This is an optimization exercise on Yosys and OpenROAD, whose aim is small area, not a production implementation.
Only simulation tests tie the RTL to the original design; equivalence was not proved.

## design/flow/run.sh

```bash
#!/bin/bash
# synth_recipe.tcl (not shown) runs the flow's synth.tcl, then flattens the netlist and writes it again
# the make line also repeats each setting of config.mk as NAME=value (left out here)
make -C /OpenROAD-flow-scripts/flow DESIGN_CONFIG=/design/flow/config.mk WORK_HOME=/design/flow/orfs CLKGATE_MAP_FILE= SYNTH_SCRIPT=/design/flow/synth_recipe.tcl finish
```

## design/flow/config.mk

```make
export PLATFORM = sky130hd
export DESIGN_NAME = FFT
export DESIGN_NICKNAME = FFT
export VERILOG_FILES = /design/flow/design.v
export SDC_FILE = /design/flow/constraint.sdc
export NUM_CORES = 4
export LEC_CHECK = 0
export CAP_MARGIN = 20
export CORE_MARGIN = 2
export CORE_UTILIZATION = 40
export SLEW_MARGIN = 20
```

## design/flow/constraint.sdc

```tcl
create_clock -name core_clock -period 10.0 [get_ports {clk}]
set_input_delay 2.0000 -clock core_clock [delete_from_list [all_inputs] [get_ports {clk}]]
set_output_delay 2.0000 -clock core_clock [all_outputs]
set_load 0.01 [all_outputs]
```

## design/flow/design.v

```verilog
module FFT(
    input                   clk,
    input                   rst_n,
    input                   valid_i,
    input signed [10:0]     x_r,
    output                  finish,
    output signed [16:0]    answer
);
    function [15:0] w32;     
        input [3:0] i;
        case (i)
            4'd0:  w32 = {8'b01000000, 8'b00000000};
            4'd1:  w32 = {8'b00111110, 8'b11110011};
            4'd2:  w32 = {8'b00111011, 8'b11100111};
            4'd3:  w32 = {8'b00110101, 8'b11011100};
            4'd4:  w32 = {8'b00101101, 8'b11010010};
            4'd5:  w32 = {8'b00100011, 8'b11001010};
            4'd6:  w32 = {8'b00011000, 8'b11000100};
            4'd7:  w32 = {8'b00001100, 8'b11000001};
            4'd8:  w32 = {8'b00000000, 8'b11000000};
            4'd9:  w32 = {8'b11110011, 8'b11000001};
            4'd10: w32 = {8'b11100111, 8'b11000100};
            4'd11: w32 = {8'b11011100, 8'b11001010};
            4'd12: w32 = {8'b11010010, 8'b11010010};
            4'd13: w32 = {8'b11001010, 8'b11011100};
            4'd14: w32 = {8'b11000100, 8'b11100111};
            default: w32 = {8'b11000001, 8'b11110011};
        endcase
    endfunction
    function [15:0] w16;     
        input [2:0] i;
        case (i)
            3'd0: w16 = {8'b01000000, 8'b00000000};
            3'd1: w16 = {8'b00111011, 8'b11100111};
            3'd2: w16 = {8'b00101101, 8'b11010010};
            3'd3: w16 = {8'b00011000, 8'b11000100};
            3'd4: w16 = {8'b00000000, 8'b11000000};
            3'd5: w16 = {8'b11100111, 8'b11000100};
            3'd6: w16 = {8'b11010010, 8'b11010010};
            default: w16 = {8'b11000100, 8'b11100111};
        endcase
    endfunction
    function [15:0] w8;      
        input [1:0] i;
        case (i)
            2'd0: w8 = {8'b01000000, 8'b00000000};
            2'd1: w8 = {8'b00101101, 8'b11010010};
            2'd2: w8 = {8'b00000000, 8'b11000000};
            default: w8 = {8'b11010010, 8'b11010010};
        endcase
    endfunction
    reg [5:0] A;         
    reg [5:0] C1;        
    reg [6:0] C2;        
    always @(posedge clk or negedge rst_n) begin
        if (!rst_n) begin
            A <= 6'd63;
        end else if (A == 6'd63) begin
            if (valid_i) A <= 6'd0;
        end else begin
            A <= A + 6'd1;
        end
    end
    always @(posedge clk) begin
        if (A == 6'd33) C1 <= 6'd63;
        else            C1 <= C1 + 6'd1;
    end
    always @(posedge clk or negedge rst_n) begin
        if (!rst_n)              C2 <= 7'd127;
        else if (A == 6'd50)     C2 <= 7'd0;
        else if (C2 != 7'd127)   C2 <= C2 + 7'd1;
    end
    assign finish = (C2 >= 7'd21) && (C2 <= 7'd84);
    reg [351:0] ring;
    wire [10:0] ring_last = ring[351:341];
    always @(posedge clk) begin
        ring <= {ring[340:0], (valid_i ? x_r : ring_last)};
    end
    wire signed [10:0] Q0 = ring[18*11 +: 11];
    wire signed [10:0] Q1 = ring[2*11 +: 11];
    wire [5:0] C1n = C1 + 6'd1;
    wire g_next = ~C1n[4];
    wire signed [12:0] s1sum = {Q0[10], Q0[10], Q0} + {Q1[10], Q1[10], Q1};
    wire signed [12:0] s1dif = {Q0[10], Q0[10], Q0} - {Q1[10], Q1[10], Q1};
    reg  signed [12:0] dreg;
    always @(posedge clk) begin
        dreg <= g_next ? s1sum : s1dif;
    end
    wire [15:0] W1 = w32(C1[3:0]);
    wire signed [11:0] d1 = dreg[11:0];
    wire signed [19:0] m1r = d1 * $signed(W1[15:8]);
    wire signed [19:0] m1i = d1 * $signed(W1[7:0]);
    wire signed [13:0] s1_r = C1[4] ? m1r[18:5] : {dreg, 1'b0};
    wire signed [13:0] s1_i = C1[4] ? m1i[18:5] : 14'sd0;
    reg  [8*30-1:0] sr2;
    wire signed [14:0] b2r = sr2[8*30-1 -: 15];
    wire signed [14:0] b2i = sr2[8*30-16 -: 15];
    wire signed [14:0] a2r = {s1_r[13], s1_r};
    wire signed [14:0] a2i = {s1_i[13], s1_i};
    wire [15:0] W2 = w16(C1[2:0]);
    wire signed [22:0] m2a = b2r * $signed(W2[15:8]);
    wire signed [22:0] m2b = b2i * $signed(W2[7:0]);
    wire signed [22:0] m2c = b2r * $signed(W2[7:0]);
    wire signed [22:0] m2d = b2i * $signed(W2[15:8]);
    wire signed [23:0] t2r = m2a - m2b;
    wire signed [23:0] t2i = m2c + m2d;
    wire first2 = C1[3];
    wire signed [14:0] s2_r = first2 ? a2r + b2r : t2r[20:6];
    wire signed [14:0] s2_i = first2 ? a2i + b2i : t2i[20:6];
    wire [14:0] in2r = first2 ? b2r - a2r : a2r;
    wire [14:0] in2i = first2 ? b2i - a2i : a2i;
    always @(posedge clk) begin
        sr2 <= {sr2[7*30-1:0], in2r, in2i};
    end
    reg  [4*32-1:0] sr3;
    wire signed [15:0] b3r = sr3[4*32-1 -: 16];
    wire signed [15:0] b3i = sr3[4*32-17 -: 16];
    wire signed [15:0] a3r = {s2_r[14], s2_r};
    wire signed [15:0] a3i = {s2_i[14], s2_i};
    wire [15:0] W3 = w8(C1[1:0]);
    wire signed [23:0] m3a = b3r * $signed(W3[15:8]);
    wire signed [23:0] m3b = b3i * $signed(W3[7:0]);
    wire signed [23:0] m3c = b3r * $signed(W3[7:0]);
    wire signed [23:0] m3d = b3i * $signed(W3[15:8]);
    wire signed [24:0] t3r = m3a - m3b;
    wire signed [24:0] t3i = m3c + m3d;
    wire first3 = C1[2];
    wire signed [15:0] s3_r = first3 ? a3r + b3r : t3r[21:6];
    wire signed [15:0] s3_i = first3 ? a3i + b3i : t3i[21:6];
    wire [15:0] in3r = first3 ? b3r - a3r : a3r;
    wire [15:0] in3i = first3 ? b3i - a3i : a3i;
    always @(posedge clk) begin
        sr3 <= {sr3[3*32-1:0], in3r, in3i};
    end
    reg  [2*34-1:0] sr4;
    wire signed [16:0] b4r = sr4[2*34-1 -: 17];
    wire signed [16:0] b4i = sr4[2*34-18 -: 17];
    wire signed [16:0] a4r = {s3_r[15], s3_r};
    wire signed [16:0] a4i = {s3_i[15], s3_i};
    wire first4 = C1[1];
    wire [5:0] e4o = C1 - 6'd14;
    wire pass2 = e4o[5];
    wire [16:0] s4_r = first4 ? a4r + b4r : (C1[0] ? b4i : b4r);
    wire [16:0] s4_i = first4 ? a4i + b4i : (C1[0] ? -b4r : b4i);
    wire [16:0] y = pass2 ? s4_i : s4_r;
    wire [16:0] in4r = first4 ? b4r - a4r : a4r;
    wire [16:0] in4i = first4 ? b4i - a4i : a4i;
    always @(posedge clk) begin
        sr4 <= {sr4[34-1:0], in4r, in4i};
    end
    reg [16:0] sr5, zreg;
    wire first5 = C1[0];
    always @(posedge clk) begin
        sr5  <= first5 ? sr5 - y : y;
        zreg <= first5 ? sr5 + y : sr5;
    end
    wire [4:0] tp1 = C2[4:0];
    wire [4:0] tp2 = C2[4:0] + 5'd17;
    wire sel1 = tp1[4] & ~tp1[0];
    wire sel2 = tp2[3] & ~tp2[1];
    reg [15*17-1:0] bf1;
    reg [6*17-1:0]  bf2;
    wire [16:0] bf1_out = bf1[15*17-1 -: 17];
    wire [16:0] bf2_out = bf2[6*17-1 -: 17];
    wire [16:0] u2 = sel1 ? zreg : bf1_out;
    always @(posedge clk) begin
        bf1 <= {bf1[14*17-1:0], (sel1 ? bf1_out : zreg)};
        bf2 <= {bf2[5*17-1:0], (sel2 ? bf2_out : u2)};
    end
    assign answer = sel2 ? u2 : bf2_out;
endmodule
```

==> metrics.md <==
| Metric | Value |
|---|---|
| Status | `complete, but fails checks` |
| Violated checks | `negative setup slack` |
| Max cap viols | `0` |
| First-pass DRT Iterations | `5` |
| Average size of a mapped cell | `10.1 um2` |
| Clock transition at path regs | `0.06 ns` |
| Unrepaired setup endpoints after global routing | `true` |
| Met3 wire length | `6370 um` |
| Critical path's largest stage delay | `0.52 ns` |
| Syn nets | `8726` |
| Synth warn | `1` |
| Fin nets | `9758` |
| Share of cells above drive strength 1 | `20.0%` |
| DP HPWL | `148000 um` |
| CTS H-tree depth | `3` |
| Sink Count | `1225` |
| Crit path buf inv count | `10` |
| Relative slew slack | `27.6%` |
| Number of flops mapped to enable cells by yosys | `0` |
| GR Util All Layers | `19.9%` |
| CP endpoint kind | `flip-flop` |
| WL met1 | `79600 um` |
| Top sig layer | `met4` |
| GRT Residual Overflow | `0` |
| FMAX | `86.0 MHz` |
| FP Rows | `157` |
| Final core occ | `49.4%` |
| Remaining DRCs | `0` |
| Worst Path Required | `10.66 ns` |
| Clk root buf | `clkbuf_16` |
| CP Class | `reg2reg` |
| FF+latch area | `24600 um2` |
| Synth Cell Area | `73200 um2` |
| Area growth from synthesis to layout | `23.0%` |
| Routed vias | `50.4k` |
| IO buf count | `31` |
| Total negative setup slack | `-17.60 ns` |
| Synth cell types | `94` |
| Placed Cells | `10.5k` |
| Critical path's top delay family | `adder cells` |
| Placeable Area | `182000 um2` |
| Minimum clock period | `11.63 ns` |
| Total die area | `187000 um2` |
| CP arrival | `12.29 ns` |
| Synth area leaders | `dfxtp_1 33%, fa_1 23%, ha_1 11%` |
| Most frequent cells in the layout | `1302 x inv_1, 1207 x dfxtp_1, 1077 x buf_4, 853 x fa_1, 590 x ha_1` |
| Die width | `432 um` |
| Mapped Cells | `7224` |
| Crit share post-route | `116%` |
| First-pass GRT wire length | `292000 um` |
| Worst-skew pair later-pin latency | `0.77 ns` |
| Final WL | `182000 um` |
| Most used cell, CP | `fa_1` |
| GP Congestion | `0.914` |
| Worst Slack Setup Final | `-1.63 ns` |
| Hold_buf cts | `0` |
| DRT antenna net count | `0` |
| Sequential area share after synthesis | `33.6%` |
| Fillers | `16.5k` |
| Main synth FF type | `dfxtp_1` |
| Crit Path Max Fanout | `4` |
| Via-to-Cell Ratio | `4.69` |
| Initial antenna violation count | `4` |
| Crit path launch type | `flip-flop` |
| Most common cell after layout, fill and taps aside | `inv_1` |
| Final Hold Viols | `0` |
| Post-synth ARST share | `1.06%` |
| Yosys top cell area share | `33.1%` |
| HP Class | `reg2reg` |
| Wire length on met2 | `89600 um` |
| Largest net degree at the start of global routing | `69` |
| Cell taking the most area after synthesis | `dfxtp_1` |
| Post-route insts no fill | `10.7k` |
| Starting DRC count in detailed routing | `2234` |
| Pre-CTS WS | `-2.09 ns` |
| Routed length per placed instance | `16.9 um` |
| Die Y | `432 um` |
| CTS Buffer Depth | `3` |
| #FFs+latches synth | `1225` |
| CTS tree | `done` |
| CTS Buf Count | `118` |
| Final Setup Violations | `26` |
| Vias in the first global route | `54.0k` |
| Worst-margin pin slew | `1.08 ns` |
| Io pins | `32` |
| Initial Util | `40.1%` |
| Multi-input gate area | `44400 um2` |
| Worst Skew | `0.0637 ns` |
| Final Max Tran Viols | `0` |
| Slowest-stage cell, CP | `fa_1` |
==> logic make-up (layout without fill, tap and decap cells) <==
kind of cell | Yosys count | in the layout | share of synthesized area [%]
adders and majority gates | 1488 | 1488 | 34.2
other | 0 | 2 | 0
xor gates and xnor gates | 331 | 331 | 4.00
AOI/OAI and AO/OA | 888 | 888 | 7.55
muxes | 110 | 110 | 1.60
buffers and inverters | 1553 | 2684 | 7.98
DFF | 1225 | 1225 | 33.6
and+or+nand+nor | 1629 | 1629 | 11.1
==> area by class of cell <==
class / instances / share of cell area [%]
Clock buffer: 160 / 3.71
Antenna cell: 2 / 0.00556
Clock inverter: 59 / 0.870
Tap cell: 2385 / 3.31
Multi-Input combinational cell: 4446 / 49.3
Inverter: 1325 / 5.53
Timing Repair Buffer: 1140 / 9.91
Sequential cell: 1225 / 27.3
==> metal layers <==
layer	vias up	GRT usage, %
li1	24500	-
met1	24800	25.3
met2	825	35.0
met3	242	2.37
met4	0	6.46
met5	-	0
==> worst reg2reg max path, delay by kind of cell, from the launching register on <==
| family | cells | cell delay, ns |
|---|---|---|
| AND/OR/NAND/NOR | 9 | 2.33 |
| buffers and inverters | 10 | 0.76 |
| AO/OA/AOI/OAI | 18 | 3.51 |
| adder cells (fa/ha/maj) | 11 | 3.95 |
| flip-flops | 1 | 0.39 |
| XOR/XNOR | 3 | 0.33 |
| multiplexers | 1 | 0.28 |
==> stage by stage <==
stage                     cell area [um2]  hold WS, ns
final                               90100        0.278
after global routing                90100        0.280
after CTS                           89300        0.265
after floorplan                     73900        0.310
after global placement              84400        0.310
after detailed placement            84400        0.312
==> state kept, by name, summed over array words and instances (netlist names), 7 cells and up <==
signal  flops
sr3       128
sr4        68
zreg       17
bf1       255
dreg       12
ring      352
sr5        17
bf2       102
sr2       240
C2          7
W1         15
==> path summary, 6_finish.rpt <==
check	start	endpoint	slack (ns)	cells past startpoint
worst max-delay path	C1[0]	zreg[16]	-1.63	52
worst min-delay path	sr2[85]	sr2[115]	0.28	0
worst max register to register	C1[0]	zreg[16]	-1.63	52
worst min register to register	sr2[85]	sr2[115]	0.28	0
max in group asynchronous	rst_n	C2[3]	7.62	1
min in group asynchronous	rst_n	A[4]	2.28	1
==> cell usage after synthesis, types with 49 or more instances <==
| cell | instances |
|---|---|
| a21oi_1 | 318 |
| and2_1 | 310 |
| clkbuf_1 | 196 |
| dfxtp_1 | 1212 |
| fa_1 | 857 |
| ha_1 | 631 |
| inv_1 | 1319 |
| mux2i_1 | 71 |
| nand2_1 | 479 |
| nand2b_1 | 120 |
| nand3_1 | 49 |
| nor2_1 | 338 |
| nor2b_1 | 103 |
| nor3_1 | 62 |
| o21ai_0 | 211 |
| or3_1 | 53 |
| xnor2_1 | 245 |
| xor2_1 | 83 |
==> what timing repair did <==
action | in CTS | in global routing
pin swaps | 47 | 65
setup endpoints to repair | 36 | 40
gates resized for setup | 156 | 123
buffers inserted | 21 | 21
gates cloned | 0 | 1

port drivers added, routing unchanged:
In the flow no input, the clock included, has a driving cell. The finished layout below was timed again as built, in two steps. Step 1: set_driving_cell puts a clkbuf_16 on clk and a buf_2 on each other input, an assumption about the parent block. Step 2 adds t to the input delays and takes it off the output delays; t is the mean of the earliest and latest rising clock arrival at the registers after step 1. Input paths then give back, and output paths get back, about the clock's delay inside the block. Slacks: no drivers / after step 1 / after step 2; pairs: no drivers / after step 1.
t, ns: 0.822
setup WS [ns]: -1.630 / -1.630 / -1.630
latest minus earliest clock arrival (ns): 0.066 / 0.066
For this run, drivers alone change the setup slack by 0.000 ns; drivers and shift together by 0.000 ns.
